From an optimization exercise on the open Yosys and OpenROAD flow, aimed at small area, a short achievable clock period and few clock cycles; shortcuts taken in it are not production practice.
No run shown here included a check of the RTL's function; only the layout flow was run.
The flow treats the clock pin as an ideal source, which a real chip does not have.
Power and IR drop assume default switching activity.

`flow/design.v`:
```
module radd #(parameter W = 8) (
    input  [W-1:0] a,
    input  [W-1:0] b,
    input          ci,
    output [W-1:0] s,
    output         co
);
wire [W:0] c;
assign c[0] = ci;
genvar i;
generate
    for (i = 0; i < W; i = i + 1) begin : bit_
        assign s[i]   = a[i] ^ b[i] ^ c[i];
        assign c[i+1] = (a[i] & b[i]) | (a[i] & c[i]) | (b[i] & c[i]);
    end
endgenerate
assign co = c[W];
endmodule
module sqrt(
    input  [8:0]  rd_in,     
    input  [1:0]  yb,        
    input  [8:0]  ndiv,      
    input         zero_q,    
    input  [12:0] nrs_in,    
    input  [11:0] f_in,      
    output [8:0]  rd_out,
    output [12:0] nrs_out,
    output [1:0]  q,         
    output        b          
);
wire [9:0] t1 = {rd_in, yb[1]};
wire [9:0] d1;
wire       q1;
radd #(10) s1(.a(t1), .b({1'b1, ndiv}), .ci(1'b1), .s(d1), .co(q1));
wire [8:0] r1 = q1 ? d1[8:0] : t1[8:0];
wire [9:0] t2 = {r1, yb[0]};
wire [9:0] d2;
wire       q2;
radd #(10) s2(.a(t2), .b({1'b1, ndiv}), .ci(1'b1), .s(d2), .co(q2));
assign rd_out = q2 ? d2[8:0] : t2[8:0];
assign q = {q1, q2};
wire [14:0] nts = {nrs_in, ~(q1 & ~zero_q), ~(q2 & ~zero_q)};
wire [14:0] nds;
wire        lt;
radd #(15) s3(.a(nts), .b({1'b0, f_in, 2'b01}), .ci(1'b0), .s(nds), .co(lt));
assign b = ~lt;
assign nrs_out = lt ? nts[12:0] : nds[12:0];
endmodule
module top(
    input clk,
    input rst,
    input [7:0] in_data,
    input in_valid,
    input storage_reset,
    output [11:0] out_data,
    output out_valid,
    output in_rdy,
    output [1:0] err_data,
    output err_valid
);
reg  [7:0]  xq;
reg         vq;
reg         W;          
reg  [24:0] S;
reg  [8:0]  Nb;        
reg  [3:0]  st;         
reg         ov, rdy;
reg  [8:0]  Rd;
reg  [12:0] Rsb;       
reg  [11:0] F;
always @(posedge clk)
    xq <= in_data;
wire [24:0] Sn;
sqacc U1(.s(W ? S : 25'd0), .x(vq ? xq : 8'd0), .sn(Sn));
wire [8:0]  Nbn = (W ? Nb : 9'h1ff) - {8'd0, vq};
wire idle  = (st == 4'd0);
wire rnd   = (st == 4'd12);
wire start = idle & vq & ~in_valid;
wire [3:0] st_next = idle ? {3'd0, start} : (rnd ? 4'd0 : st + 4'd1);
always @(posedge clk or posedge rst) begin
    if (rst) begin
        vq  <= 1'b0;
        W   <= 1'b0;
        st  <= 4'd0;
        ov  <= 1'b0;
        rdy <= 1'b0;
    end else begin
        vq  <= in_valid;
        W   <= ~storage_reset;
        st  <= st_next;
        ov  <= rnd;
        rdy <= ~in_valid & (idle ? ~vq : rnd);    
    end
end
reg [1:0] yb;
always @(*) begin
    case (st)
        4'd0: yb = Sn[15:14];
        4'd1: yb = S[13:12];
        4'd2: yb = S[11:10];
        4'd3: yb = S[9:8];
        4'd4: yb = S[7:6];
        4'd5: yb = S[5:4];
        4'd6: yb = S[3:2];
        4'd7: yb = S[1:0];
        default: yb = 2'b00;
    endcase
end
wire [8:0]  rd_out;
wire [12:0] nrs_out;
wire [1:0]  q;
wire        b;
sqrt U0(
    .rd_in  (idle ? Sn[24:16] : Rd),
    .yb     (yb),
    .ndiv   (Nbn),       
    .zero_q (rnd),
    .nrs_in (Rsb),
    .f_in   (F),
    .rd_out (rd_out),
    .nrs_out(nrs_out),
    .q      (q),
    .b      (b)
);
wire       b0  = q[1] | q[0];
wire [1:0] rs0 = {q[1] & q[0], q[1] & ~q[0]};    
always @(posedge clk) begin
    S  <= Sn;
    Nb <= Nbn;
    Rd <= rd_out;
    Rsb <= idle ? {11'h7ff, ~rs0} : nrs_out;
    F  <= idle ? {11'd0, b0} : (rnd ? F + {11'd0, b} : {F[10:0], b});
end
assign out_data  = F;
assign out_valid = ov;
assign in_rdy    = rdy;
assign err_data  = 2'b00;
assign err_valid = 1'b0;
endmodule
module sqacc(input [24:0] s, input [7:0] x, output [24:0] sn);
wire p1 = x[0] & x[1];
wire p2 = x[0] & x[2];
wire p3 = x[0] & x[3];
wire p4 = x[0] & x[4];
wire p5 = x[0] & x[5];
wire p6 = x[0] & x[6];
wire p7 = x[0] & x[7];
wire p8 = x[1] & x[2];
wire p9 = x[1] & x[3];
wire p10 = x[1] & x[4];
wire p11 = x[1] & x[5];
wire p12 = x[1] & x[6];
wire p13 = x[1] & x[7];
wire p14 = x[2] & x[3];
wire p15 = x[2] & x[4];
wire p16 = x[2] & x[5];
wire p17 = x[2] & x[6];
wire p18 = x[2] & x[7];
wire p19 = x[3] & x[4];
wire p20 = x[3] & x[5];
wire p21 = x[3] & x[6];
wire p22 = x[3] & x[7];
wire p23 = x[4] & x[5];
wire p24 = x[4] & x[6];
wire p25 = x[4] & x[7];
wire p26 = x[5] & x[6];
wire p27 = x[5] & x[7];
wire p28 = x[6] & x[7];
wire s29 = s[0] ^ x[0];
wire c30 = s[0] & x[0];
wire s31 = s[1] ^ c30;
wire c32 = s[1] & c30;
wire s33 = s[2] ^ x[1] ^ p1;
wire c34 = (s[2] & x[1]) | (s[2] & p1) | (x[1] & p1);
wire s35 = c32 ^ s33;
wire c36 = c32 & s33;
wire s37 = s[3] ^ p2 ^ c34;
wire c38 = (s[3] & p2) | (s[3] & c34) | (p2 & c34);
wire s39 = c36 ^ s37;
wire c40 = c36 & s37;
wire s41 = s[4] ^ x[2] ^ p3;
wire c42 = (s[4] & x[2]) | (s[4] & p3) | (x[2] & p3);
wire s43 = p8 ^ s41 ^ c38;
wire c44 = (p8 & s41) | (p8 & c38) | (s41 & c38);
wire s45 = c40 ^ s43;
wire c46 = c40 & s43;
wire s47 = s[5] ^ p4 ^ p9;
wire c48 = (s[5] & p4) | (s[5] & p9) | (p4 & p9);
wire s49 = c42 ^ s47 ^ c44;
wire c50 = (c42 & s47) | (c42 & c44) | (s47 & c44);
wire s51 = c46 ^ s49;
wire c52 = c46 & s49;
wire s53 = s[6] ^ x[3] ^ p5;
wire c54 = (s[6] & x[3]) | (s[6] & p5) | (x[3] & p5);
wire s55 = p10 ^ p14 ^ c48;
wire c56 = (p10 & p14) | (p10 & c48) | (p14 & c48);
wire s57 = s53 ^ s55 ^ c50;
wire c58 = (s53 & s55) | (s53 & c50) | (s55 & c50);
wire s59 = c52 ^ s57;
wire c60 = c52 & s57;
wire s61 = s[7] ^ p6 ^ p11;
wire c62 = (s[7] & p6) | (s[7] & p11) | (p6 & p11);
wire s63 = p15 ^ c54 ^ s61;
wire c64 = (p15 & c54) | (p15 & s61) | (c54 & s61);
wire s65 = c56 ^ s63 ^ c58;
wire c66 = (c56 & s63) | (c56 & c58) | (s63 & c58);
wire s67 = c60 ^ s65;
wire c68 = c60 & s65;
wire s69 = s[8] ^ x[4] ^ p7;
wire c70 = (s[8] & x[4]) | (s[8] & p7) | (x[4] & p7);
wire s71 = p12 ^ p16 ^ p19;
wire c72 = (p12 & p16) | (p12 & p19) | (p16 & p19);
wire s73 = c62 ^ s69 ^ s71;
wire c74 = (c62 & s69) | (c62 & s71) | (s69 & s71);
wire s75 = c64 ^ s73 ^ c66;
wire c76 = (c64 & s73) | (c64 & c66) | (s73 & c66);
wire s77 = c68 ^ s75;
wire c78 = c68 & s75;
wire s79 = s[9] ^ p13 ^ p17;
wire c80 = (s[9] & p13) | (s[9] & p17) | (p13 & p17);
wire s81 = p20 ^ c70 ^ c72;
wire c82 = (p20 & c70) | (p20 & c72) | (c70 & c72);
wire s83 = s79 ^ c74 ^ s81;
wire c84 = (s79 & c74) | (s79 & s81) | (c74 & s81);
wire s85 = s83 ^ c76 ^ c78;
wire c86 = (s83 & c76) | (s83 & c78) | (c76 & c78);
wire s87 = s[10] ^ x[5] ^ p18;
wire c88 = (s[10] & x[5]) | (s[10] & p18) | (x[5] & p18);
wire s89 = p21 ^ p23 ^ c80;
wire c90 = (p21 & p23) | (p21 & c80) | (p23 & c80);
wire s91 = s87 ^ c82 ^ s89;
wire c92 = (s87 & c82) | (s87 & s89) | (c82 & s89);
wire s93 = c84 ^ s91 ^ c86;
wire c94 = (c84 & s91) | (c84 & c86) | (s91 & c86);
wire s95 = s[11] ^ p22 ^ p24;
wire c96 = (s[11] & p22) | (s[11] & p24) | (p22 & p24);
wire s97 = c88 ^ s95 ^ c90;
wire c98 = (c88 & s95) | (c88 & c90) | (s95 & c90);
wire s99 = c92 ^ s97 ^ c94;
wire c100 = (c92 & s97) | (c92 & c94) | (s97 & c94);
wire s101 = s[12] ^ x[6] ^ p25;
wire c102 = (s[12] & x[6]) | (s[12] & p25) | (x[6] & p25);
wire s103 = p26 ^ c96 ^ s101;
wire c104 = (p26 & c96) | (p26 & s101) | (c96 & s101);
wire s105 = s103 ^ c98 ^ c100;
wire c106 = (s103 & c98) | (s103 & c100) | (c98 & c100);
wire s107 = s[13] ^ p27 ^ c102;
wire c108 = (s[13] & p27) | (s[13] & c102) | (p27 & c102);
wire s109 = c104 ^ s107 ^ c106;
wire c110 = (c104 & s107) | (c104 & c106) | (s107 & c106);
wire s111 = s[14] ^ x[7] ^ p28;
wire c112 = (s[14] & x[7]) | (s[14] & p28) | (x[7] & p28);
wire s113 = s111 ^ c108 ^ c110;
wire c114 = (s111 & c108) | (s111 & c110) | (c108 & c110);
wire s115 = s[15] ^ c112 ^ c114;
wire c116 = (s[15] & c112) | (s[15] & c114) | (c112 & c114);
wire s117 = s[16] ^ c116;
wire c118 = s[16] & c116;
wire s119 = s[17] ^ c118;
wire c120 = s[17] & c118;
wire s121 = s[18] ^ c120;
wire c122 = s[18] & c120;
wire s123 = s[19] ^ c122;
wire c124 = s[19] & c122;
wire s125 = s[20] ^ c124;
wire c126 = s[20] & c124;
wire s127 = s[21] ^ c126;
wire c128 = s[21] & c126;
wire s129 = s[22] ^ c128;
wire c130 = s[22] & c128;
wire s131 = s[23] ^ c130;
wire c132 = s[23] & c130;
wire s133 = s[24] ^ c132;
wire c134 = s[24] & c132;
assign sn[0] = s29;
assign sn[1] = s31;
assign sn[2] = s35;
assign sn[3] = s39;
assign sn[4] = s45;
assign sn[5] = s51;
assign sn[6] = s59;
assign sn[7] = s67;
assign sn[8] = s77;
assign sn[9] = s85;
assign sn[10] = s93;
assign sn[11] = s99;
assign sn[12] = s105;
assign sn[13] = s109;
assign sn[14] = s113;
assign sn[15] = s115;
assign sn[16] = s117;
assign sn[17] = s119;
assign sn[18] = s121;
assign sn[19] = s123;
assign sn[20] = s125;
assign sn[21] = s127;
assign sn[22] = s129;
assign sn[23] = s131;
assign sn[24] = s133;
endmodule
```
`flow/flow/run.sh`:
```
#!/bin/bash
# The standard layout (the standard.sh) with these changes:
#  1. after the standard synthesis, flow/fa_polarity.py flips full-adder
#     cells (all inputs and outputs complemented, same function) to remove
#     inverters, and flow/remap.tcl re-maps the remaining combinational
#     logic for area with ABC's area mapper (flip-flops and full adders kept).
#     A netlist is used only if Yosys proves it equivalent to the standard
#     netlist (flow/equiv.ys); otherwise the previous one is kept;
#  2. plain buf_1 cells as the port buffers;
#  3. a one-level clock tree built by flow/clock_tree.tcl before CTS
#     (4 clkbuf_16, each driving a quarter of the flip-flops) instead of
#     TritonCTS's H-tree.
# Each tool's output goes to its own log file in this folder.
set -u
export FLOW_CLK_CELL=sky130_fd_sc_hd__clkbuf_16
RES=orfs/results/sky130hd/top/base
bash standard.sh synth > synth.log 2>&1 || exit 1
cp $RES/1_2_yosys.v 1_2_yosys.std.v
use=1_2_yosys.std.v
proven() {  # proven NETLIST LOG
  cp "$1" gate.v
  yosys -l "$2" -q flow/equiv.ys > /dev/null 2>&1 && grep -q "Equivalence successfully proven" "$2"
}
if python3 flow/fa_polarity.py --free-logic 1_2_yosys.std.v 1_2_yosys.fa.v > fa_polarity.log 2>&1 &&
   proven 1_2_yosys.fa.v equiv_fa.log; then
  use=1_2_yosys.fa.v
  if yosys -l remap.log -q -c flow/remap.tcl > /dev/null 2>&1 &&
     proven 1_2_yosys.remap.v equiv_remap.log; then
    use=1_2_yosys.remap.v
  fi
fi
echo "netlist used: $use" > netlist_used.log
if [ "$use" != 1_2_yosys.std.v ]; then
  cp $use $RES/1_2_yosys.v
  rm -f $RES/1_synth.odb $RES/1_synth.sdc
fi
bash standard.sh BUFFER_PORTS_ARGS="-buffer_cell sky130_fd_sc_hd__buf_1" \
  PRE_CTS_TCL="$PWD/flow/clock_tree.tcl" finish > standard.log 2>&1
```
`flow/flow/clock_tree.tcl`:
```
# PRE_CTS hook: a one-level clock tree. The clock port drives four clock
# buffers; each drives one quarter of the flip-flops (split at the median x,
# then each half at its median y), placed at the quarter's centre. TritonCTS
# then finds the clock net already buffered and leaves it alone.
proc my_clock_tree {cell} {
  set block [ord::get_db_block]
  set net [$block findNet clk]
  set pts {}
  foreach it [$net getITerms] {
    set b [[$it getInst] getBBox]
    lappend pts [list $it [expr {([$b xMin]+[$b xMax])/2.0}] [expr {([$b yMin]+[$b yMax])/2.0}]]
  }
  set pts [lsort -real -index 1 $pts]
  set h [expr {[llength $pts] / 2}]
  set groups {}
  foreach half [list [lrange $pts 0 [expr {$h - 1}]] [lrange $pts $h end]] {
    set half [lsort -real -index 2 $half]
    set q [expr {[llength $half] / 2}]
    lappend groups [lrange $half 0 [expr {$q - 1}]] [lrange $half $q end]
  }
  set dbu [$block getDbUnitsPerMicron]
  set k 0
  foreach g $groups {
    set pins {}
    set sx 0; set sy 0
    foreach p $g {
      set it [lindex $p 0]
      lappend pins [get_pins "[[$it getInst] getName]/[[$it getMTerm] getName]"]
      set sx [expr {$sx + [lindex $p 1]}]; set sy [expr {$sy + [lindex $p 2]}]
    }
    set n [llength $g]
    insert_buffer -buffer_cell $cell -net clk -load_pins $pins \
      -location [list [expr {$sx / $n / $dbu}] [expr {$sy / $n / $dbu}]]
    puts "clock buffer $k: $n flip-flops"
    incr k
  }
}
my_clock_tree $::env(FLOW_CLK_CELL)
```
`flow/flow/equiv.ys`:
```
# Prove the netlist in gate.v equivalent to the standard netlist 1_2_yosys.std.v
# (registers paired by name).
read_liberty -ignore_miss_func /OpenROAD-flow-scripts/flow/platforms/sky130hd/lib/sky130_fd_sc_hd__tt_025C_1v80.lib
read_verilog 1_2_yosys.std.v
rename top gold
read_verilog gate.v
rename top gate
hierarchy -check
check -assert gate
flatten
async2sync
setundef -undriven -anyseq
rename -hide w:*.*
opt_clean -purge
equiv_make gold gate eq
hierarchy -top eq
equiv_simple -seq 2
equiv_induct
equiv_status -assert
```
`flow/flow/fa_polarity.py`:
```
#!/usr/bin/env python3
"""Remove inverters around full-adder cells in a flat gate-level netlist.

A full adder is self-dual: FA(~a,~b,~c) = (~sum, ~cout). Each fa cell may so
be "flipped" (all its inputs and outputs complemented) without changing the
circuit's function. This script chooses flips that minimise the number of
inverters needed and rewrites the netlist. Only inv_1/clkinv_1 cells whose
nets are internal are rebuilt; every other cell keeps its function.

With --free-logic, plain logic cells count as taking and giving either
polarity (the netlist is re-mapped afterwards), so only the polarities at
full adders, flip-flops, half adders and ports are costed.

usage: fa_polarity.py [--free-logic] IN.v OUT.v
"""
import re, sys, random

OUTPINS = {"X", "Y", "Q", "Q_N", "SUM", "COUT", "HI", "LO"}
INV = {"sky130_fd_sc_hd__inv_1", "sky130_fd_sc_hd__clkinv_1"}
FA = {"sky130_fd_sc_hd__fa_1", "sky130_fd_sc_hd__fa_2", "sky130_fd_sc_hd__fa_4"}

FREE = "--free-logic" in sys.argv
args = [a for a in sys.argv[1:] if not a.startswith("--")]
sys.argv = [sys.argv[0]] + args
src = open(sys.argv[1]).read()
inst_re = re.compile(r"^(\s*)(sky130_fd_sc_hd__\w+)\s+(\S+)\s*\((.*?)\);\n", re.S | re.M)
pin_re = re.compile(r"\.(\w+)\(\s*(.*?)\s*\)\s*(?:,|$)", re.S)

insts = []
for m in inst_re.finditer(src):
    pins = [(p, n.strip()) for p, n in pin_re.findall(m.group(4))]
    insts.append({"span": m.span(), "ind": m.group(1), "type": m.group(2),
                  "name": m.group(3), "pins": pins})

hdr = re.search(r"module\s+\w+\s*\((.*?)\);", src, re.S).group(1)
special = set()
for d in re.findall(r"^\s*(?:input|output|inout)\b([^;]*);", src, re.M):
    d = re.sub(r"\[[^\]]*\]", " ", d)
    for t in d.replace(",", " ").split():
        special.add(t)
assign_txt = " ".join(re.findall(r"^\s*assign\s+(.*?);", src, re.M | re.S))

def base(n):
    return re.sub(r"\s*\[\d+\]$", "", n.lstrip("\\").strip())

def is_special(n):
    b = base(n)
    return b in special or (n.strip() in assign_txt) or b in assign_txt

driver = {}
for i, c in enumerate(insts):
    for p, n in c["pins"]:
        if p in OUTPINS:
            driver[n] = (i, p)

# inverters we may rebuild
rebuild = set()
for i, c in enumerate(insts):
    if c["type"] in INV:
        d = dict(c["pins"])
        if not is_special(d["Y"]) and not is_special(d["A"]):
            rebuild.add(i)

def root(n):
    pol = 0
    seen = 0
    while n in driver and driver[n][0] in rebuild and seen < 100:
        i = driver[n][0]
        n = dict(insts[i]["pins"])["A"]
        pol ^= 1
        seen += 1
    return n, pol

fas = [i for i, c in enumerate(insts) if c["type"] in FA]
fa_index = {i: k for k, i in enumerate(fas)}

# consumers: (root, needed polarity, fa index or None)
cons = {}   # root -> list of (pol, fa or None)
free_cons = {}
for i, c in enumerate(insts):
    if i in rebuild:
        continue
    for p, n in c["pins"]:
        if p in OUTPINS:
            continue
        r, pol = root(n)
        t = c["type"]
        if FREE and i not in fa_index and not t.startswith("sky130_fd_sc_hd__df") and not t.startswith("sky130_fd_sc_hd__ha"):
            free_cons[(r, pol)] = True
            continue
        cons.setdefault(r, []).append((pol, fa_index.get(i)))
# nets referenced by ports / assigns with rebuilt-inverter drivers
for n in list(driver):
    if is_special(n) and driver[n][0] in rebuild:
        r, pol = root(n)
        cons.setdefault(r, []).append((pol, None))

# source of each root: fa output?
src_fa = {}
for i in fas:
    for p, n in insts[i]["pins"]:
        if p in ("SUM", "COUT"):
            src_fa[n] = fa_index[i]

def is_free_src(r):
    return FREE and r in driver and driver[r][0] not in rebuild and insts[driver[r][0]]["type"] not in FA \
        and not insts[driver[r][0]]["type"].startswith("sky130_fd_sc_hd__df") \
        and not insts[driver[r][0]]["type"].startswith("sky130_fd_sc_hd__ha") \
        and not insts[driver[r][0]]["type"].startswith("sky130_fd_sc_hd__conb")

def cost(flip):
    return local_cost(flip, cons.keys())

# roots touched by each fa
touch = {k: set() for k in range(len(fas))}
for r, lst in cons.items():
    for pol, f in lst:
        if f is not None:
            touch[f].add(r)
for r, f in src_fa.items():
    touch[f].add(r)

def local_cost(flip, roots):
    tot = 0
    for r in roots:
        lst = cons.get(r, [])
        sp = flip[src_fa[r]] if r in src_fa else 0
        if FREE:
            lst = [(pol, f) for pol, f in lst if f is not None or not free_cons.get((r, pol), False)]
            if is_free_src(r):
                need = set(pol ^ (flip[f] if f is not None else 0) for pol, f in lst)
                if len(need) > 1:
                    tot += 1
                continue
        if any((pol ^ (flip[f] if f is not None else 0)) != sp for pol, f in lst):
            tot += 1
    return tot

best = [0] * len(fas)
bestc = cost(best)
start_cost = bestc
rng = random.Random(1)
for restart in range(30):
    flip = best[:] if restart == 0 else [rng.randint(0, 1) for _ in fas]
    improved = True
    while improved:
        improved = False
        for k in range(len(fas)):
            before = local_cost(flip, touch[k])
            flip[k] ^= 1
            after = local_cost(flip, touch[k])
            if after < before:
                improved = True
            else:
                flip[k] ^= 1
    c = cost(flip)
    if c < bestc:
        best, bestc = flip, c
print(f"fa cells {len(fas)}, rebuildable inverters {len(rebuild)}, "
      f"inverters needed: before {start_cost}, after {bestc}", file=sys.stderr)

# rebuild netlist
flip = best
newwires = []
newinsts = []
cnt = [0]
def fmt(n):
    return n + " " if n.startswith("\\") else n

def fresh(prefix):
    cnt[0] += 1
    return f"{prefix}{cnt[0]}_"

pol_net = {}  # (root, pol) -> net name
for r in cons:
    sp = flip[src_fa[r]] if r in src_fa else 0
    pol_net[(r, sp)] = r if sp == 0 else None  # filled below for flipped fa
for r, f in src_fa.items():
    if flip[f]:
        n = fresh("fapn_")
        newwires.append(n)
        pol_net[(r, 1)] = n
        pol_net[(r, 0)] = None

def net_for(r, pol):
    k = (r, pol)
    if (r, 0) not in pol_net and (r, 1) not in pol_net:
        pol_net[(r, 0)] = r      # a root net carries its own (true) value
    if pol_net.get(k):
        return pol_net[k]
    other = pol_net.get((r, pol ^ 1))
    if other is None:
        other = r
        pol_net[(r, pol ^ 1)] = r
    if pol == 0 and r in src_fa and flip[src_fa[r]]:
        n = r   # keep the original name for the true polarity
    else:
        n = fresh("fapi_")
        newwires.append(n)
    newinsts.append(("sky130_fd_sc_hd__inv_1", fresh("fapinv_"), [("A", other), ("Y", n)]))
    pol_net[k] = n
    return n

out = []
last = 0
for i, c in enumerate(insts):
    s, e = c["span"]
    out.append(src[last:s])
    last = e
    if i in rebuild:
        d = dict(c["pins"])
        if is_special(d["Y"]):
            r, pol = root(d["Y"])
            out.append(f"{c['ind']}{c['type']} {c['name']} (\n    .A({fmt(net_for(r, pol ^ 1))}),\n    .Y({fmt(d['Y'])})\n  );\n")
            # note: keeps the port-facing inverter, input rebuilt
        continue
    f = fa_index.get(i)
    fl = flip[f] if f is not None else 0
    pins = []
    for p, n in c["pins"]:
        if p in OUTPINS:
            if fl and p in ("SUM", "COUT"):
                n = pol_net[(n, 1)]
            pins.append((p, n))
        else:
            r, pol = root(n)
            pins.append((p, net_for(r, pol ^ fl)))
    body = ",\n".join(f"    .{p}({fmt(n)})" for p, n in pins)
    out.append(f"{c['ind']}{c['type']} {c['name']} (\n{body}\n  );\n")
out.append(src[last:])
txt = "".join(out)
decl = "".join(f"  wire {w};\n" for w in newwires)
body = "".join(f"  {t} {nm} (\n" + ",\n".join(f"    .{p}({fmt(n)})" for p, n in pins) + "\n  );\n"
               for t, nm, pins in newinsts)
k = txt.rfind("endmodule")
txt = txt[:k] + decl + body + txt[k:]
open(sys.argv[2], "w").write(txt)
```
`flow/flow/remap.tcl`:
```
# Yosys: re-map the combinational logic of the (full-adder polarity) netlist
# 1_2_yosys.fa.v for area with ABC's area mapper. Flip-flops and full adders
# stay as they are (same instances and names); every other cell is
# expanded to its function and mapped again. Writes 1_2_yosys.remap.v.
set lib $::env(FLOW_HOME)/platforms/sky130hd/lib/sky130_fd_sc_hd__tt_025C_1v80.lib
set dont_use {}
set f [open $lib r]
set txt [read $f]
close $f
foreach {m c} [regexp -all -inline {cell\s*\(\s*"?(sky130_fd_sc_hd__\w+)"?\s*\)} $txt] {
  if {[string match *lpflow* $c] || [string match *probe* $c] ||
      [string match sky130_fd_sc_hd__clk* $c] || [string match sky130_fd_sc_hd__dly* $c]} {
    lappend dont_use -dont_use $c
  }
}
yosys read_liberty -ignore_miss_func $lib
yosys read_verilog 1_2_yosys.fa.v
yosys hierarchy -top top
yosys setattr -mod -set keep_hierarchy 1 sky130_fd_sc_hd__fa_1 sky130_fd_sc_hd__df*
yosys flatten
yosys rename -hide w:*.*
yosys opt_clean -purge
yosys abc -liberty $lib {*}$dont_use -script "+strash;dc2;dch,-f;amap;topo"
yosys opt_clean -purge
yosys hilomap -hicell sky130_fd_sc_hd__conb_1 HI -locell sky130_fd_sc_hd__conb_1 LO
yosys splitnets
yosys opt_clean -purge
yosys stat -liberty $lib
yosys select top
yosys write_verilog -noattr -noexpr -nohex -nodec -selected 1_2_yosys.remap.v
```
`flow/standard.sh`:
```
#!/bin/bash
# synth_recipe.tcl (not shown) runs the flow's synth.tcl, then flattens the netlist and writes it again
# the make line also repeats each setting of config.mk as NAME=value (left out here)
make -C /OpenROAD-flow-scripts/flow DESIGN_CONFIG=/design/flow/config.mk WORK_HOME=/design/flow/orfs CLKGATE_MAP_FILE= SYNTH_SCRIPT=/design/flow/synth_recipe.tcl "${@:-finish}"
```
`flow/config.mk`:
```
export PLATFORM = sky130hd
export DESIGN_NAME = top
export DESIGN_NICKNAME = top
export VERILOG_FILES = /design/flow/design.v
export SDC_FILE = /design/flow/constraint.sdc
export NUM_CORES = 4
export LEC_CHECK = 0
export CAP_MARGIN = 20
export CORE_MARGIN = 2
export CORE_UTILIZATION = 40
export SLEW_MARGIN = 20
```
`flow/constraint.sdc`:
```
create_clock -name core_clock -period 100.0 [get_ports {clk}]
set_input_delay 20.0000 -clock core_clock [delete_from_list [all_inputs] [get_ports {clk}]]
set_output_delay 20.0000 -clock core_clock [all_outputs]
set_load 0.01 [all_outputs]
```
==> summary.md, run 1 <==
Run status
* **result of the run** complete, no violations

Clock tree
* **register clock-pin slew on the reported worst setup and hold paths** 0.09 ns
* **post-CTS setup-driven buffer insertion count** 0
* **hold buffer count at CTS** 0
* **worst skew pair latency** 0.16 ns
* **number of gates resized after cts** 0

Setup path
* **type of destination of the critical path** primary output
* **Max FO, Critical Path** 5
* **top cell family by delay on the critical path** flip-flops
* **startpoint class of the critical path** flip-flop
* **critical path data required time** 80.00 ns
* **slowest cell delay on critical path** 0.42 ns
* **cell with the largest stage delay on the worst path** dfxtp_1
* **CP bufs+invs** 1
* **critical path arrival** 0.76 ns
* **Crit Path Class** flip-flop to primary output
* **setup slack, reg-to-reg** 79.28 ns
* **series of cell instances along the critical path** buf_1

Synthesis
* **total nets after synthesis** 558
* **Yosys Warn Count** 1
* **number of instances in the synthesized netlist** 487
* **average cell area after synthesis** 9.54 sq um
* **Syn Std Cell Area** 4650 sq um

Placement
* **Port Buffer Count** 25
* **hpwl dp** 7390 um
* **RePlAce Congestion** 0.797
* **Worst Setup Slack post-DPL** 79.32 ns

Timing
* **max_slew headroom** 0.525
* **Slew Viols, Final** 0
* **Total Negative Setup Slacks** 0 ns
* **Fmax achieved** 48.2 MHz
* **minimum period implied by the final worst setup slack** 20.76 ns
* **RSZ-0062 raised after global routing** false
* **final hold violation count** 0
* **clk_skew** 0.0101 ns
* **final setup slack of the worst path** 79.24 ns
* **slew at the pin with the worst max-slew slack** 0.712 ns
* **setup violation total in the final timing report** 0
* **period utilisation layout** 0.208

Flow run
* **Max-Cap Viols** 0

Power
* **leakage power total** 2.18 nW
* **PD cells** 29.8 nW/um^2
* **peak supply drop** 0.0199 mV

Floorplan
* **die width** 112 um
* **total number of placement rows** 39
* **initial cell density of the core** 0.409
* **Die Area** 12500 sq um
* **Placeable Area** 11400 sq um
* **overall die height** 112 um
* **number of top-level pins** 29

Global routing
* **highest-utilization routing layer at the global route stage** met2
* **vias in the first global route** 3586
* **total congestion overflow after global routing** 0
* **antenna violations before repair** 0
* **all-layer global routing usage** 0.161
* **largest net degree at the start of global routing** 28
* **global routing usage on met2** 0.281
* **grt met3 use** 0.0114
* **global routing usage on met1** 0.227
* **first-pass GRT wire length** 17000 um

Route
* **overall routed net length** 9650 um
* **total DRC errors in the routed layout** 0
* **DRT antenna net count** 0
* **number of DRC markers after the initial detailed-route iteration** 141
* **via density per instance** 5.13
* **first-pass iteration count of the detailed router** 4
* **number of vias after detailed routing** 3404
* **Routed WL per cell** 14.6 um

Final layout
* **commonest non-fill, non-tap cell in the layout** nor2_1
* **fraction of final layout cells sized beyond drive strength 1** 0.0192
* **area growth from synthesis to layout** 8.86%
* **count of fill cells added during filler insertion** 1095
* **diodes inserted** 0
* **final net count** 593
* **highest-count cells in the layout ignoring fill and taps** 101 x nor2_1, 76 x dfxtp_1, 63 x inv_1

Min path
* **type of the worst min-delay path** flip-flop to flip-flop

## metrics by stage
stage,util,total power [mW],cells,instance area [sq um],hold WS (ns)
2_1_floorplan,-,0.115,487,4650,0.423
3_3_place_gp,0.436,0.133,659,4960,0.439
5_1_grt,0.445,0.168,663,5060,0.498
4_1_cts,0.445,0.149,663,5060,0.452
3_5_place_dp,0.436,0.135,659,4960,0.454
6_report,0.445,0.151,663,5060,0.460
## final cells by class, without the clock buffers
class / instances / area (sq um) / area share
multi-input cells: 340 / 2700 / 0.533
flip-flops and latches: 84 / 1720 / 0.340
well taps: 143 / 179 / 0.0354
inverters: 63 / 236 / 0.0467
repair buffers: 29 / 124 / 0.0245
## state kept, by name, summed over array words and instances, names as in the netlist
| name | flops |
|---|---|
| S | 25 |
| vq | 1 |
| Rsb | 13 |
| F | 12 |
| W | 1 |
| Nb | 9 |
| Rd | 9 |
| st | 4 |
| ov | 1 |
| xq | 8 |
| rdy | 1 |
## metal layers
metal  up-vias  share of wire
li1       1684              -
met1      1658           0.47
met2        58           0.49
met3         4          0.031
met4         0         0.0083
met5         -              0
## worst paths after layout
kind	start	to	cells after the start
min reg2reg	S[24]	S[24]	1
max reg2reg	vq	F[11]	70
max in group asynchronous	rst	ov	2
min in group asynchronous	rst	st[1]	2
min	S[24]	S[24]	1
max	F[8]	out_data[8]	1
## power by group
part	internal (mW)	total, mW	switching (mW)
clock network	0.00732	0.0164	0.00904
registers	0.0457	0.0536	0.00786
logic	0.0373	0.0810	0.0437
total	0.0904	0.151	0.0606
==> run 2: changes to the inputs <==
--- a/flow/flow/run.sh
+++ b/flow/flow/run.sh
@@ -10,3 +10,3 @@
 #  3. a one-level clock tree built by flow/clock_tree.tcl before CTS
-#     (4 clkbuf_16, each driving a quarter of the flip-flops) instead of
+#     (3 clkbuf_16, each driving a third of the flip-flops) instead of
 #     TritonCTS's H-tree.
==> flow/flow/clock_tree.tcl (replaced) <==
# PRE_CTS hook: a one-level clock tree. The clock port drives three clock
# buffers; each drives one third of the flip-flops (cut by x position),
# placed at the centre of its third. TritonCTS then finds the clock net
# already buffered and leaves it alone.
proc my_clock_tree {cell nbuf} {
  set block [ord::get_db_block]
  set net [$block findNet clk]
  set pts {}
  foreach it [$net getITerms] {
    set b [[$it getInst] getBBox]
    lappend pts [list $it [expr {([$b xMin]+[$b xMax])/2.0}] [expr {([$b yMin]+[$b yMax])/2.0}]]
  }
  set pts [lsort -real -index 1 $pts]
  set n [llength $pts]
  set dbu [$block getDbUnitsPerMicron]
  for {set k 0} {$k < $nbuf} {incr k} {
    set g [lrange $pts [expr {$k * $n / $nbuf}] [expr {($k + 1) * $n / $nbuf - 1}]]
    set pins {}
    set sx 0; set sy 0
    foreach p $g {
      set it [lindex $p 0]
      lappend pins [get_pins "[[$it getInst] getName]/[[$it getMTerm] getName]"]
      set sx [expr {$sx + [lindex $p 1]}]; set sy [expr {$sy + [lindex $p 2]}]
    }
    set m [llength $g]
    insert_buffer -buffer_cell $cell -net clk -load_pins $pins \
      -location [list [expr {$sx / $m / $dbu}] [expr {$sy / $m / $dbu}]]
    puts "clock buffer $k: $m flip-flops"
  }
}
my_clock_tree $::env(FLOW_CLK_CELL) 3
==> run 2 against run 1 <==
Compared with the run above:
- critical endpoint unchanged
- sequential share of layout area up 0.17 points
- critical path depth unchanged
- synthesized area unchanged
- worst hold slack better by 0.0018 ns
- combinational power about the same
- sequential power about the same
- critical path type unchanged
- power down 1.5%
==> summary.md, run 2 <==
Power
* **Total Power Consumption** 149 uW, was 151 uW
* **PD cells** 29.6 nW/um^2, was 29.8 nW/um^2
* **leakage power total** 2.16 nW, was 2.18 nW
* **peak supply drop** 0.0176 mV, was 0.0199 mV

Setup path
* **startpoint class of the critical path** flip-flop, unchanged
* **critical path data required time** 80.00 ns, about the same
* **Crit Path Class** flip-flop to primary output, unchanged
* **Max FO, Critical Path** 5, unchanged
* **CP bufs+invs** 1, unchanged
* **top cell family by delay on the critical path** flip-flops, unchanged
* **cell with the largest stage delay on the worst path** dfxtp_1, unchanged
* **type of destination of the critical path** primary output, unchanged
* **slowest cell delay on critical path** 0.43 ns, was 0.42 ns
* **critical path arrival** 0.79 ns, was 0.76 ns
* **series of cell instances along the critical path** buf_1, unchanged

Final layout
* **highest-count cells in the layout ignoring fill and taps** 101 x nor2_1, 76 x dfxtp_1, 63 x inv_1, unchanged
* **area growth from synthesis to layout** 8.32%, was 8.86%
* **number of cells in the finished layout apart from fillers** 662, was 663
* **area taken by multi-input logic gates** 2700 sq um, unchanged
* **final core utilization** 0.443, was 0.445
* **registers with the highest flip-flop counts** S: 25 flops, Rsb: 13 flops, F: 12 flops, unchanged
* **cell area after layout** 5030 sq um, was 5060 sq um
* **commonest non-fill, non-tap cell in the layout** nor2_1, unchanged
* **sequential cell area** 1720 sq um, unchanged
* **final net count** 592, was 593
* **diodes inserted** 0, unchanged
* **register name with the most flops** S, unchanged
* **count of fill cells added during filler insertion** 1097, was 1095
* **flip-flop count of the largest register after layout** 25, unchanged
* **fraction of final layout cells sized beyond drive strength 1** 0.0173, was 0.0192

Route
* **via density per instance** 5.10, was 5.13
* **number of DRC markers after the initial detailed-route iteration** 158, was 141
* **Routed WL per cell** 14.4 um, was 14.6 um
* **first-pass iteration count of the detailed router** 4, unchanged
* **DRT antenna net count** 0, unchanged
* **total DRC errors in the routed layout** 0, unchanged
* **overall routed net length** 9550 um, was 9650 um
* **number of vias after detailed routing** 3374, was 3404

Min path
* **type of the worst min-delay path** flip-flop to flip-flop, unchanged

Placement
* **post-placement cell area** 4960 sq um, unchanged
* **Port Buffer Count** 25, unchanged
* **RePlAce Congestion** 0.797, unchanged
* **Worst Setup Slack post-DPL** 79.32 ns, unchanged
* **number of placed instances, taps included** 659, unchanged
* **hpwl dp** 7390 um, unchanged

Timing
* **max_slew headroom** 0.534, was 0.525
* **Fmax achieved** 48.1 MHz, was 48.2 MHz
* **final setup slack of the worst path** 79.21 ns, was 79.24 ns
* **period utilisation layout** 0.208, about the same
* **final hold violation count** 0, unchanged
* **Total Negative Setup Slacks** 0 ns, unchanged
* **minimum period implied by the final worst setup slack** 20.79 ns, was 20.76 ns
* **Slew Viols, Final** 0, unchanged
* **Hold Slack** 0.462 ns, was 0.460 ns
* **setup violation total in the final timing report** 0, unchanged
* **RSZ-0062 raised after global routing** false, unchanged
* **slew at the pin with the worst max-slew slack** 0.699 ns, was 0.712 ns
* **clk_skew** 0.00854 ns, was 0.0101 ns

Floorplan
* **die width** 112 um, unchanged
* **Die Area** 12500 sq um, unchanged
* **initial cell density of the core** 0.409, unchanged
* **overall die height** 112 um, unchanged
* **Placeable Area** 11400 sq um, unchanged
* **number of top-level pins** 29, unchanged
* **total number of placement rows** 39, unchanged

Synthesis
* **average cell area after synthesis** 9.54 sq um, unchanged
* **total nets after synthesis** 558, unchanged
* **number of instances in the synthesized netlist** 487, unchanged
* **Yosys Warn Count** 1, unchanged
* **Syn Std Cell Area** 4650 sq um, unchanged

Flow run
* **Max-Cap Viols** 0, unchanged

Run status
* **result of the run** complete, no violations, unchanged

Global routing
* **largest net degree at the start of global routing** 29, was 28
* **first-pass GRT wire length** 17000 um, about the same
* **antenna violations before repair** 0, unchanged
* **vias in the first global route** 3595, was 3586
* **all-layer global routing usage** 0.160, was 0.161
* **total congestion overflow after global routing** 0, unchanged

Clock tree
* **post-CTS setup-driven buffer insertion count** 0, unchanged
* **worst skew pair latency** 0.17 ns, was 0.16 ns
* **register clock-pin slew on the reported worst setup and hold paths** 0.11 ns, was 0.09 ns
* **number of gates resized after cts** 0, unchanged
* **hold buffer count at CTS** 0, unchanged

==> run 2: worst paths after layout <==
check                      startpoint  slack [ns]          end  cells after the start
max                              F[8]       79.21  out_data[8]                      1
min                             S[24]        0.46        S[24]                      1
max reg2reg                        vq       79.25        F[11]                     70
min reg2reg                     S[24]        0.46        S[24]                      1
max in group asynchronous         rst       79.91           vq                      2
min in group asynchronous         rst       19.78            W                      2
==> run 2: layer usage <==
metal  vias up  GRT usage  share of wire
li1       1683          -              -
met1      1646      0.224           0.48
met2        40      0.286           0.49
met3         5    0.00762          0.025
met4         0     0.0165         0.0064
met5         -          0              0
==> run 2: layout make-up, without the clock buffers <==
class | instances | area share
Timing Repair Buffer | 29 | 0.0246
Inverter | 63 | 0.0470
Tap cell | 143 | 0.0355
Multi-Input combinational cell | 340 | 0.536
Sequential cell | 84 | 0.342
==> run 2: report_power, final <==
part	switching [mW]	internal [mW]
clock network	0.00874	0.00558
logic	0.0436	0.0373
registers	0.00785	0.0457
total	0.0602	0.0886
==> run 3: changes to the inputs <==
--- a/flow/design.v
+++ b/flow/design.v
@@ -126,2 +126,10 @@
 wire [1:0] rs0 = {q[1] & q[0], q[1] & ~q[0]};    
+wire [11:0] fones;
+assign fones[0] = 1'b1;
+genvar gi;
+generate
+    for (gi = 1; gi < 12; gi = gi + 1) begin : fo
+        assign fones[gi] = fones[gi-1] & F[gi-1];
+    end
+endgenerate
 always @(posedge clk) begin
@@ -131,3 +139,3 @@
     Rsb <= idle ? {11'h7ff, ~rs0} : nrs_out;
-    F  <= idle ? {11'd0, b0} : (rnd ? F + {11'd0, b} : {F[10:0], b});
+    F  <= idle ? {11'd0, b0} : (rnd ? F ^ ({12{b}} & fones) : {F[10:0], b});
 end
==> run 3 against run 2 <==
Compared with the run above:
- still clean on timing, DRC and antenna
- synthesized cell count is 1.6% higher
- clock skew is 0.0041 ns higher
- via count is 3.6% higher
- maximum frequency hardly changed
- core utilization stayed put
- die area is 0.31% lower
- critical path depth stayed put
- sequential power hardly changed
- clock power hardly changed
- critical path type unchanged
- largest cell class unchanged
==> summary.md, run 3 <==
Route
* **overall routed net length** 10100 um, was 9550 um
* **DRT antenna net count** 0, unchanged
* **Routed WL per cell** 15.0 um, was 14.4 um
* **number of DRC markers after the initial detailed-route iteration** 268, was 158
* **via density per instance** 5.20, was 5.10
* **first-pass iteration count of the detailed router** 4, unchanged
* **total DRC errors in the routed layout** 0, unchanged
* **number of vias after detailed routing** 3497, was 3374

Setup path
* **endpoint of the lowest-slack register-to-register path** F[10], was F[11]
* **critical path data required time** 80.00 ns, about the same
* **number of cells traversed by the worst register-to-register path** 72, was 70
* **Worst R2R Start** vq, unchanged
* **setup slack, reg-to-reg** 79.42 ns, was 79.25 ns
* **startpoint class of the critical path** flip-flop, unchanged
* **Crit Path Class** flip-flop to primary output, unchanged
* **Max FO, Critical Path** 6, was 5
* **critical path arrival** 0.80 ns, was 0.79 ns
* **top cell family by delay on the critical path** flip-flops, unchanged
* **type of destination of the critical path** primary output, unchanged
* **series of cell instances along the critical path** buf_1, unchanged
* **cell with the largest stage delay on the worst path** dfxtp_1, unchanged
* **slowest cell delay on critical path** 0.46 ns, was 0.43 ns
* **CP bufs+invs** 1, unchanged

Final layout
* **cell area after layout** 5030 sq um, unchanged
* **area taken by multi-input logic gates** 2670 sq um, was 2700 sq um
* **diodes inserted** 0, unchanged
* **final net count** 602, was 592
* **highest-count cells in the layout ignoring fill and taps** 98 x nor2_1, 76 x dfxtp_1, 64 x inv_1, was 101 x nor2_1, 76 x dfxtp_1, 63 x inv_1
* **sequential cell area** 1720 sq um, unchanged
* **register name with the most flops** S, unchanged
* **area growth from synthesis to layout** 8.67%, was 8.32%
* **count of fill cells added during filler insertion** 1132, was 1097
* **final core utilization** 0.443, unchanged
* **commonest non-fill, non-tap cell in the layout** nor2_1, unchanged
* **flip-flop count of the largest register after layout** 25, unchanged
* **fraction of final layout cells sized beyond drive strength 1** 0.0208, was 0.0173
* **registers with the highest flip-flop counts** S: 25 flops, Rsb: 13 flops, F: 12 flops, unchanged

Clock tree
* **number of gates resized after cts** 0, unchanged
* **worst skew pair latency** 0.17 ns, about the same
* **register clock-pin slew on the reported worst setup and hold paths** 0.11 ns, about the same
* **hold buffer count at CTS** 0, unchanged
* **post-CTS setup-driven buffer insertion count** 0, unchanged

Timing
* **slew at the pin with the worst max-slew slack** 0.807 ns, was 0.699 ns
* **period utilisation layout** 0.208, about the same
* **final hold violation count** 0, unchanged
* **minimum period implied by the final worst setup slack** 20.80 ns, was 20.79 ns
* **RSZ-0062 raised after global routing** false, unchanged
* **Fmax achieved** 48.1 MHz, about the same
* **setup violation total in the final timing report** 0, unchanged
* **Hold Slack** 0.480 ns, was 0.462 ns
* **Slew Viols, Final** 0, unchanged
* **max_slew headroom** 0.460, was 0.534
* **Total Negative Setup Slacks** 0 ns, unchanged
* **clk_skew** 0.0126 ns, was 0.00854 ns

Synthesis
* **Syn Std Cell Area** 4630 sq um, was 4650 sq um
* **average cell area after synthesis** 9.36 sq um, was 9.54 sq um
* **total nets after synthesis** 566, was 558
* **Yosys Warn Count** 1, unchanged
* **number of instances in the synthesized netlist** 495, was 487

Power
* **leakage power total** 2.17 nW, was 2.16 nW
* **peak supply drop** 0.0238 mV, was 0.0176 mV
* **PD cells** 30.4 nW/um^2, was 29.6 nW/um^2

Global routing
* **antenna violations before repair** 0, unchanged
* **first-pass GRT wire length** 17400 um, was 17000 um
* **all-layer global routing usage** 0.164, was 0.160
* **vias in the first global route** 3635, was 3595
* **total congestion overflow after global routing** 0, unchanged
* **largest net degree at the start of global routing** 29, unchanged

Run status
* **result of the run** complete, no violations, unchanged

Flow run
* **Max-Cap Viols** 0, unchanged

Placement
* **post-placement cell area** 4960 sq um, unchanged
* **Port Buffer Count** 25, unchanged
* **hpwl dp** 7740 um, was 7390 um
* **RePlAce Congestion** 0.850, was 0.797

Floorplan
* **die width** 112 um, about the same
* **Die Area** 12500 sq um, about the same
* **total number of placement rows** 39, unchanged
* **Placeable Area** 11400 sq um, unchanged
* **number of top-level pins** 29, unchanged
* **overall die height** 112 um, about the same
* **initial cell density of the core** 0.408, was 0.409

Min path
* **number of cells on the worst hold path** 1, unchanged
* **worst min-delay path endpoint** S[24], unchanged
* **type of the worst min-delay path** flip-flop to flip-flop, unchanged
* **min-delay src** S[24], unchanged

## run 3: changes by cell type in the layout (fill, tap and decap cells not counted), sizes merged, moves of 3 or more
cell,before,now
a221o,11,0
nor2,101,98
a22o,1,7
o22ai,5,24
a221oi,2,7
o22a,16,3
nand3,1,4
o21ai,25,21
o21a,13,10
buf,29,32
nand2,32,39
## run 3: how the worst max path moves through the flow
stage	cells past startpoint	end	startpoint
5_1_grt	73	F[11]	vq
3_3_place_gp	1	out_data[10]	F[10]
3_5_place_dp	1	out_data[10]	F[10]
6_report	1	out_data[10]	F[10]
2_1_floorplan	0	out_data[10]	F[10]
4_1_cts	72	F[10]	vq
## run 3: where the power goes
| part | leakage (nW) | switching [mW] | internal [mW] |
|---|---|---|---|
| clock network | 0.0370 | 0.00886 | 0.00558 |
| registers | 0.733 | 0.00800 | 0.0458 |
| logic | 1.40 | 0.0477 | 0.0370 |
| total | 2.17 | 0.0645 | 0.0884 |
## run 3: layout make-up, without the clock buffers
| cell class | instances | area share |
|---|---|---|
| inverter | 64 | 0.0477 |
| multi-input combinational | 346 | 0.531 |
| sequential | 84 | 0.342 |
| tap | 143 | 0.0355 |
| timing repair buffer | 32 | 0.0291 |
## run 3: per-stage QoR
| stage | total power, mW | instances | worst slack (ns) |
|---|---|---|---|
| final | 0.153 | 672 | 79.20 |
| after global routing | 0.169 | 672 | 78.15 |
| after CTS | 0.151 | 672 | 79.39 |
| after detailed placement | 0.140 | 669 | 79.39 |
| after global placement | 0.136 | 669 | 79.41 |
| after floorplan | 0.116 | 495 | 79.56 |
## run 3: per-layer routing
layer | track usage | vias up | wire length, um
met5 | 0 | - | 0
met4 | 0.00905 | 0 | 65
met3 | 0.00980 | 5 | 292
met2 | 0.296 | 52 | 5130
met1 | 0.230 | 1728 | 4580
li1 | - | 1712 | -
==> run 4: changes to the inputs <==
--- a/flow/design.v
+++ b/flow/design.v
@@ -71,5 +71,5 @@
 always @(posedge clk)
-    xq <= in_data;
+    xq <= in_valid ? in_data : 8'd0;
 wire [24:0] Sn;
-sqacc U1(.s(W ? S : 25'd0), .x(vq ? xq : 8'd0), .sn(Sn));
+sqacc U1(.s(W ? S : 25'd0), .x(xq), .sn(Sn));
 wire [8:0]  Nbn = (W ? Nb : 9'h1ff) - {8'd0, vq};
==> run 4 against run 3 <==
Compared with the run above:
- power is 5.9% lower
- sequential power shrank 3%
- highest routed layer unchanged
- clock power hardly changed
- sequential cell count stayed put
- core utilization decreased by 0.058 points
- die area up 0.73%
- design area increased by 0.30%
- maximum frequency barely moved
- critical path depth unchanged
- first-iteration DRC count down 26%
- synthesized cell count up 1.2%
==> summary.md, run 4 <==
Setup path
* **slowest cell delay on critical path** 0.45 ns, was 0.46 ns
* **critical path data required time** 80.00 ns, about the same
* **cell with the largest stage delay on the worst path** dfxtp_1, unchanged
* **series of cell instances along the critical path** buf_1, unchanged
* **Crit Path Class** flip-flop to primary output, unchanged
* **critical path arrival** 0.79 ns, was 0.80 ns
* **Max FO, Critical Path** 5, was 6
* **startpoint class of the critical path** flip-flop, unchanged
* **top cell family by delay on the critical path** flip-flops, unchanged
* **CP bufs+invs** 1, unchanged
* **type of destination of the critical path** primary output, unchanged

Floorplan
* **total number of placement rows** 39, unchanged
* **Die Area** 12600 sq um, was 12500 sq um
* **initial cell density of the core** 0.409, was 0.408
* **die width** 112 um, about the same
* **number of top-level pins** 29, unchanged
* **overall die height** 112 um, about the same
* **Placeable Area** 11400 sq um, about the same

Timing
* **RSZ-0062 raised after global routing** false, unchanged
* **minimum period implied by the final worst setup slack** 20.79 ns, was 20.80 ns
* **Total Negative Setup Slacks** 0 ns, unchanged
* **slew at the pin with the worst max-slew slack** 1.05 ns, was 0.807 ns
* **Fmax achieved** 48.1 MHz, about the same
* **period utilisation layout** 0.208, about the same
* **Slew Viols, Final** 0, unchanged
* **clk_skew** 0.00585 ns, was 0.0126 ns
* **final hold violation count** 0, unchanged
* **setup violation total in the final timing report** 0, unchanged
* **max_slew headroom** 0.300, was 0.460

Min path
* **type of the worst min-delay path** flip-flop to flip-flop, unchanged

Route
* **number of DRC markers after the initial detailed-route iteration** 198, was 268
* **overall routed net length** 9650 um, was 10100 um
* **first-pass iteration count of the detailed router** 4, unchanged
* **number of vias after detailed routing** 3521, was 3497
* **DRT antenna net count** 0, unchanged
* **Routed WL per cell** 14.3 um, was 15.0 um
* **total DRC errors in the routed layout** 0, unchanged
* **via density per instance** 5.21, was 5.20

Power
* **Total Power Consumption** 144 uW, was 153 uW
* **PD cells** 28.5 nW/um^2, was 30.4 nW/um^2
* **sequential group share of total power** 0.362, was 0.352
* **design internal power** 84.6 uW, was 88.4 uW
* **peak supply drop** 0.0214 mV, was 0.0238 mV
* **total net switching power** 59.3 uW, was 64.5 uW
* **leakage power total** 2.18 nW, was 2.17 nW
* **logic gate share of total power** 0.539, was 0.554
* **sw frac** 0.412, was 0.422
* **fraction of power consumed by the clock network** 0.099, was 0.094

Final layout
* **area taken by multi-input logic gates** 2690 sq um, was 2670 sq um
* **fraction of final layout cells sized beyond drive strength 1** 0.0150, was 0.0208
* **highest-count cells in the layout ignoring fill and taps** 100 x nor2_1, 76 x dfxtp_1, 67 x inv_1, was 98 x nor2_1, 76 x dfxtp_1, 64 x inv_1
* **sequential cell area** 1720 sq um, unchanged
* **area growth from synthesis to layout** 8.17%, was 8.67%
* **registers with the highest flip-flop counts** S: 25 flops, Rsb: 13 flops, F: 12 flops, unchanged
* **commonest non-fill, non-tap cell in the layout** nor2_1, unchanged
* **flip-flop count of the largest register after layout** 25, unchanged
* **register name with the most flops** S, unchanged
* **final net count** 606, was 602
* **count of fill cells added during filler insertion** 1135, was 1132
* **diodes inserted** 0, unchanged

Global routing
* **total congestion overflow after global routing** 0, unchanged
* **largest net degree at the start of global routing** 29, unchanged
* **first-pass GRT wire length** 17300 um, was 17400 um
* **antenna violations before repair** 0, unchanged
* **all-layer global routing usage** 0.162, was 0.164
* **vias in the first global route** 3619, was 3635

Placement
* **hpwl dp** 7460 um, was 7740 um
* **Port Buffer Count** 25, unchanged
* **RePlAce Congestion** 0.780, was 0.850

Synthesis
* **number of instances in the synthesized netlist** 501, was 495
* **total nets after synthesis** 572, was 566
* **average cell area after synthesis** 9.32 sq um, was 9.36 sq um
* **Syn Std Cell Area** 4670 sq um, was 4630 sq um
* **Yosys Warn Count** 1, unchanged

Clock tree
* **post-CTS setup-driven buffer insertion count** 0, unchanged
* **worst skew pair latency** 0.17 ns, about the same
* **hold buffer count at CTS** 0, unchanged
* **number of gates resized after cts** 0, unchanged
* **register clock-pin slew on the reported worst setup and hold paths** 0.11 ns, about the same

Run status
* **result of the run** complete, no violations, unchanged

Flow run
* **Max-Cap Viols** 0, unchanged

run 4: path summary, 6_finish.rpt:
check | start | to | slack (ns) | depth (start not counted)
max | F[8] | out_data[8] | 79.21 | 1
min in group asynchronous | rst | st[3] | 19.73 | 2
min | S[24] | S[24] | 0.47 | 1
max in group asynchronous | rst | rdy | 80.04 | 2
max reg2reg | W | F[11] | 79.63 | 68
min reg2reg | S[24] | S[24] | 0.47 | 1
run 4: area by class of cell, without the clock buffers:
| cell class | instances | share of cell area |
|---|---|---|
| Tap cell | 143 | 0.0354 |
| Multi-Input combinational cell | 349 | 0.533 |
| Sequential cell | 84 | 0.341 |
| Timing Repair Buffer | 30 | 0.0260 |
| Inverter | 67 | 0.0498 |
run 4: stage by stage:
stage	hold WS, ns	area, sq um	util	instances	setup slack, ns
after global placement	0.453	4970	0.436	673	79.21
after detailed placement	0.462	4970	0.436	673	79.19
after global routing	0.507	5050	0.442	676	78.44
after floorplan	0.423	4670	-	501	79.57
after CTS	0.461	5050	0.442	676	79.18
final	0.473	5050	0.442	676	79.21
run 4: power by group through the flow:
stage / registers, mW / logic [mW] / clock network (mW)
global route: 0.0539 / 0.0898 / 0.0161
global placement: 0.0527 / 0.0758 / 0
CTS: 0.0532 / 0.0783 / 0.0105
finish: 0.0521 / 0.0775 / 0.0143
detailed placement: 0.0530 / 0.0781 / 0
floorplan: 0.0527 / 0.0586 / 0
run 4: worst register-to-register path, delay by kind of cell (launching register included):
kind                       cells  cell delay, ns
AOI/OAI and AO/OA              7            1.72
adders and majority gates     39           14.32
buffers and inverters          6            1.18
DFF                            1            0.62
and+or+nand+nor               16            2.40
run 4: routing by layer:
layer	vias to the layer above	routed length (um)	GRT usage
met5	-	0	0
met4	0	66	0.0106
met3	4	314	0.00972
met1	1742	4560	0.234
met2	49	4700	0.285
li1	1726	-	-
==> run 5: changes to the inputs <==
--- a/flow/design.v
+++ b/flow/design.v
@@ -71,3 +71,3 @@
 always @(posedge clk)
-    xq <= in_valid ? in_data : 8'd0;
+    xq <= (in_valid & ~rst) ? in_data : 8'd0;
 wire [24:0] Sn;
==> run 5 against run 4 <==
Compared with the run above:
- still clean
- sequential share of layout area is 0.14 points lower
- core utilization is 0.19 points higher
- die area is 0.34% higher
- worst setup slack got worse by 0.45 ns
- cell count increased by 0.15%
- synthesized area increased by 0.35%
- maximum frequency shrank 2.1%
- combinational power shrank 15%
- first-iteration DRC count decreased by 14%
- global-route usage shrank 0.73 points
- power decreased by 9.2%
- sequential cell count did not move
- largest power group unchanged
==> summary.md, run 5 <==
Run status
* **result of the run** complete, no violations, unchanged

Floorplan
* **Die Area** 12600 sq um, about the same
* **initial cell density of the core** 0.410, was 0.409
* **Placeable Area** 11400 sq um, unchanged
* **number of top-level pins** 29, unchanged
* **total number of placement rows** 39, unchanged
* **overall die height** 112 um, about the same
* **die width** 112 um, about the same

Route
* **via density per instance** 5.15, was 5.21
* **number of DRC markers after the initial detailed-route iteration** 171, was 198
* **DRT antenna net count** 0, unchanged
* **overall routed net length** 9480 um, was 9650 um
* **first-pass iteration count of the detailed router** 4, unchanged
* **total DRC errors in the routed layout** 0, unchanged
* **number of vias after detailed routing** 3487, was 3521
* **Routed WL per cell** 14.0 um, was 14.3 um

Final layout
* **area taken by multi-input logic gates** 2690 sq um, about the same
* **flip-flop count of the largest register after layout** 25, unchanged
* **registers with the highest flip-flop counts** S: 25 flops, Rsb: 13 flops, F: 12 flops, unchanged
* **diodes inserted** 0, unchanged
* **commonest non-fill, non-tap cell in the layout** nor2_1, unchanged
* **highest-count cells in the layout ignoring fill and taps** 101 x nor2_1, 76 x dfxtp_1, 74 x inv_1, was 100 x nor2_1, 76 x dfxtp_1, 67 x inv_1
* **fraction of final layout cells sized beyond drive strength 1** 0.0169, was 0.0150
* **count of fill cells added during filler insertion** 1101, was 1135
* **final net count** 607, was 606
* **sequential cell area** 1720 sq um, unchanged
* **register name with the most flops** S, unchanged
* **area growth from synthesis to layout** 8.25%, was 8.17%

Timing
* **final setup slack of the worst path** 78.76 ns, was 79.21 ns
* **Slew Viols, Final** 0, unchanged
* **Fmax achieved** 47.1 MHz, was 48.1 MHz
* **RSZ-0062 raised after global routing** false, unchanged
* **period utilisation layout** 0.212, was 0.208
* **slew at the pin with the worst max-slew slack** 0.768 ns, was 1.05 ns
* **clk_skew** 0.00605 ns, was 0.00585 ns
* **max_slew headroom** 0.487, was 0.300
* **setup violation total in the final timing report** 0, unchanged
* **minimum period implied by the final worst setup slack** 21.24 ns, was 20.79 ns
* **final hold violation count** 0, unchanged
* **Total Negative Setup Slacks** 0 ns, unchanged

Global routing
* **antenna violations before repair** 0, unchanged
* **global routing usage on met1** 0.223, was 0.234
* **total congestion overflow after global routing** 0, unchanged
* **vias in the first global route** 3506, was 3619
* **all-layer global routing usage** 0.155, was 0.162
* **global routing usage on met2** 0.266, was 0.285
* **first-pass GRT wire length** 16600 um, was 17300 um
* **highest-utilization routing layer at the global route stage** met2, unchanged
* **largest net degree at the start of global routing** 29, unchanged
* **grt met3 use** 0.00918, was 0.00972

Clock tree
* **hold buffer count at CTS** 0, unchanged
* **number of gates resized after cts** 0, unchanged
* **register clock-pin slew on the reported worst setup and hold paths** 0.11 ns, about the same
* **post-CTS setup-driven buffer insertion count** 0, unchanged
* **worst skew pair latency** 0.17 ns, about the same

Power
* **sequential group share of total power** 0.389, was 0.362
* **sw frac** 0.395, was 0.412
* **leakage power total** 2.16 nW, was 2.18 nW
* **peak supply drop** 0.0252 mV, was 0.0214 mV
* **design internal power** 79.1 uW, was 84.6 uW
* **PD cells** 25.8 nW/um^2, was 28.5 nW/um^2
* **fraction of power consumed by the clock network** 0.108, was 0.099
* **logic gate share of total power** 0.503, was 0.539
* **total net switching power** 51.6 uW, was 59.3 uW

Placement
* **Port Buffer Count** 25, unchanged
* **RePlAce Congestion** 0.827, was 0.780
* **hpwl dp** 7680 um, was 7460 um
* **Worst Setup Slack post-DPL** 78.73 ns, was 79.19 ns

Setup path
* **slowest cell delay on critical path** 0.58 ns, was 0.45 ns
* **Most Frequent Cell on Critical Path** fa_1
* **cell with the largest stage delay on the worst path** inv_1, was dfxtp_1
* **Crit Path Class** flip-flop to flip-flop, was flip-flop to primary output
* **critical path data required time** 100.06 ns, was 80.00 ns
* **critical path arrival** 21.30 ns, was 0.79 ns
* **startpoint class of the critical path** flip-flop, unchanged
* **type of destination of the critical path** flip-flop, was primary output
* **setup slack, reg-to-reg** 78.76 ns, was 79.63 ns
* **Max FO, Critical Path** 25, was 5

Flow run
* **Max-Cap Viols** 0, unchanged

Synthesis
* **number of instances in the synthesized netlist** 502, was 501
* **Yosys Warn Count** 1, unchanged
* **Syn Std Cell Area** 4680 sq um, was 4670 sq um
* **total nets after synthesis** 573, was 572
* **average cell area after synthesis** 9.33 sq um, was 9.32 sq um

Min path
* **type of the worst min-delay path** flip-flop to flip-flop, unchanged

## run 5: cell types whose count changed in the layout (fill, tap and decap cells not counted), moves of 2 or more
| cell | before | now |
|---|---|---|
| o311ai_0 | 2 | 0 |
| o22ai_1 | 22 | 13 |
| o221ai_1 | 2 | 0 |
| nor3_1 | 6 | 13 |
| nand3_1 | 4 | 2 |
| inv_1 | 67 | 74 |
| a311oi_1 | 1 | 3 |
| o22a_1 | 2 | 13 |
| nor2b_1 | 17 | 15 |
| a21oi_1 | 17 | 20 |
| nand2_1 | 36 | 26 |
| o21ai_0 | 21 | 19 |
## run 5: layer usage
metal	vias up	share of wire
met5	-	0
met4	0	0.011
met3	6	0.033
met2	60	0.47
met1	1685	0.48
li1	1736	-
## run 5: critical path, delay by kind of cell, from the launching register on
kind / cells / cell delay [ns]
buf+inv: 7 / 1.55
flops: 1 / 0.37
fa+ha+maj: 39 / 14.35
simple gates: 17 / 3.34
compound gates: 9 / 1.53
## run 5: cell type report, without the clock buffers
type | instances | area share
well taps | 143 | 0.0353
multi-input cells | 343 | 0.530
repair buffers | 30 | 0.0259
flip-flops and latches | 84 | 0.340
inverters | 74 | 0.0548
## run 5: final timing paths
check / startpoint / to / depth (start not counted)
min in group asynchronous: rst / W / 2
hold reg to reg: S[24] / S[24] / 1
setup reg to reg: W / F[10] / 72
hold / removal: S[24] / S[24] / 1
setup / recovery: W / F[10] / 72
max in group asynchronous: rst / rdy / 2
## run 5: power groups by stage
stage | Clock (mW) | Combinational, mW | Sequential, mW
6_report | 0.0142 | 0.0657 | 0.0508
4_1_cts | 0.0105 | 0.0661 | 0.0519
3_3_place_gp | 0 | 0.0630 | 0.0515
3_5_place_dp | 0 | 0.0656 | 0.0518
5_1_grt | 0.0159 | 0.0757 | 0.0524
2_1_floorplan | 0 | 0.0502 | 0.0511
## run 5: stage by stage
step                power, mW  instances   util  hold slack [ns]  instance area (sq um)
floorplan               0.101        502      -            0.417                   4680
global placement        0.115        674  0.438            0.432                   5000
detailed placement      0.117        674  0.438            0.435                   5000
CTS                     0.129        677  0.444            0.440                   5070
global route            0.144        677  0.444            0.489                   5070
finish                  0.131        677  0.444            0.458                   5070

-- what the ideal ports hide --
The flow's constraints put no driver on any port. The routed layouts listed below were extracted and timed again, unchanged, in two steps. Step 1: set_driving_cell puts a clkbuf_16 on clk and a buf_2 on each other input, an assumption about the parent block. Step 2 times the ports against the registers' clock, not the clock port: input delays grow and output delays shrink by t, the midpoint of the rising clock arrivals with the driver on. Three values: ideal ports, drivers, drivers and shift; two values: the first two.
| run | t, ns | setup slack, ns | worst data-port slew with drivers (ns) | cell pins on the clock port's net |
|---|---|---|---|---|
| run 1 | 0.233 | 79.237 / 79.155 / 79.276 | 0.04 | 4 |
| run 2 | 0.229 | 79.210 / 79.147 / 79.253 | 0.04 | 3 |
| run 3 | 0.228 | 79.196 / 79.133 / 79.361 | 0.04 | 3 |
| run 4 | 0.227 | 79.206 / 79.145 / 79.230 | 0.03 | 3 |
| run 5 | 0.227 | 78.761 / 78.761 / 78.761 | 0.05 | 3 |
After both steps setup and hold are still met in every run listed.
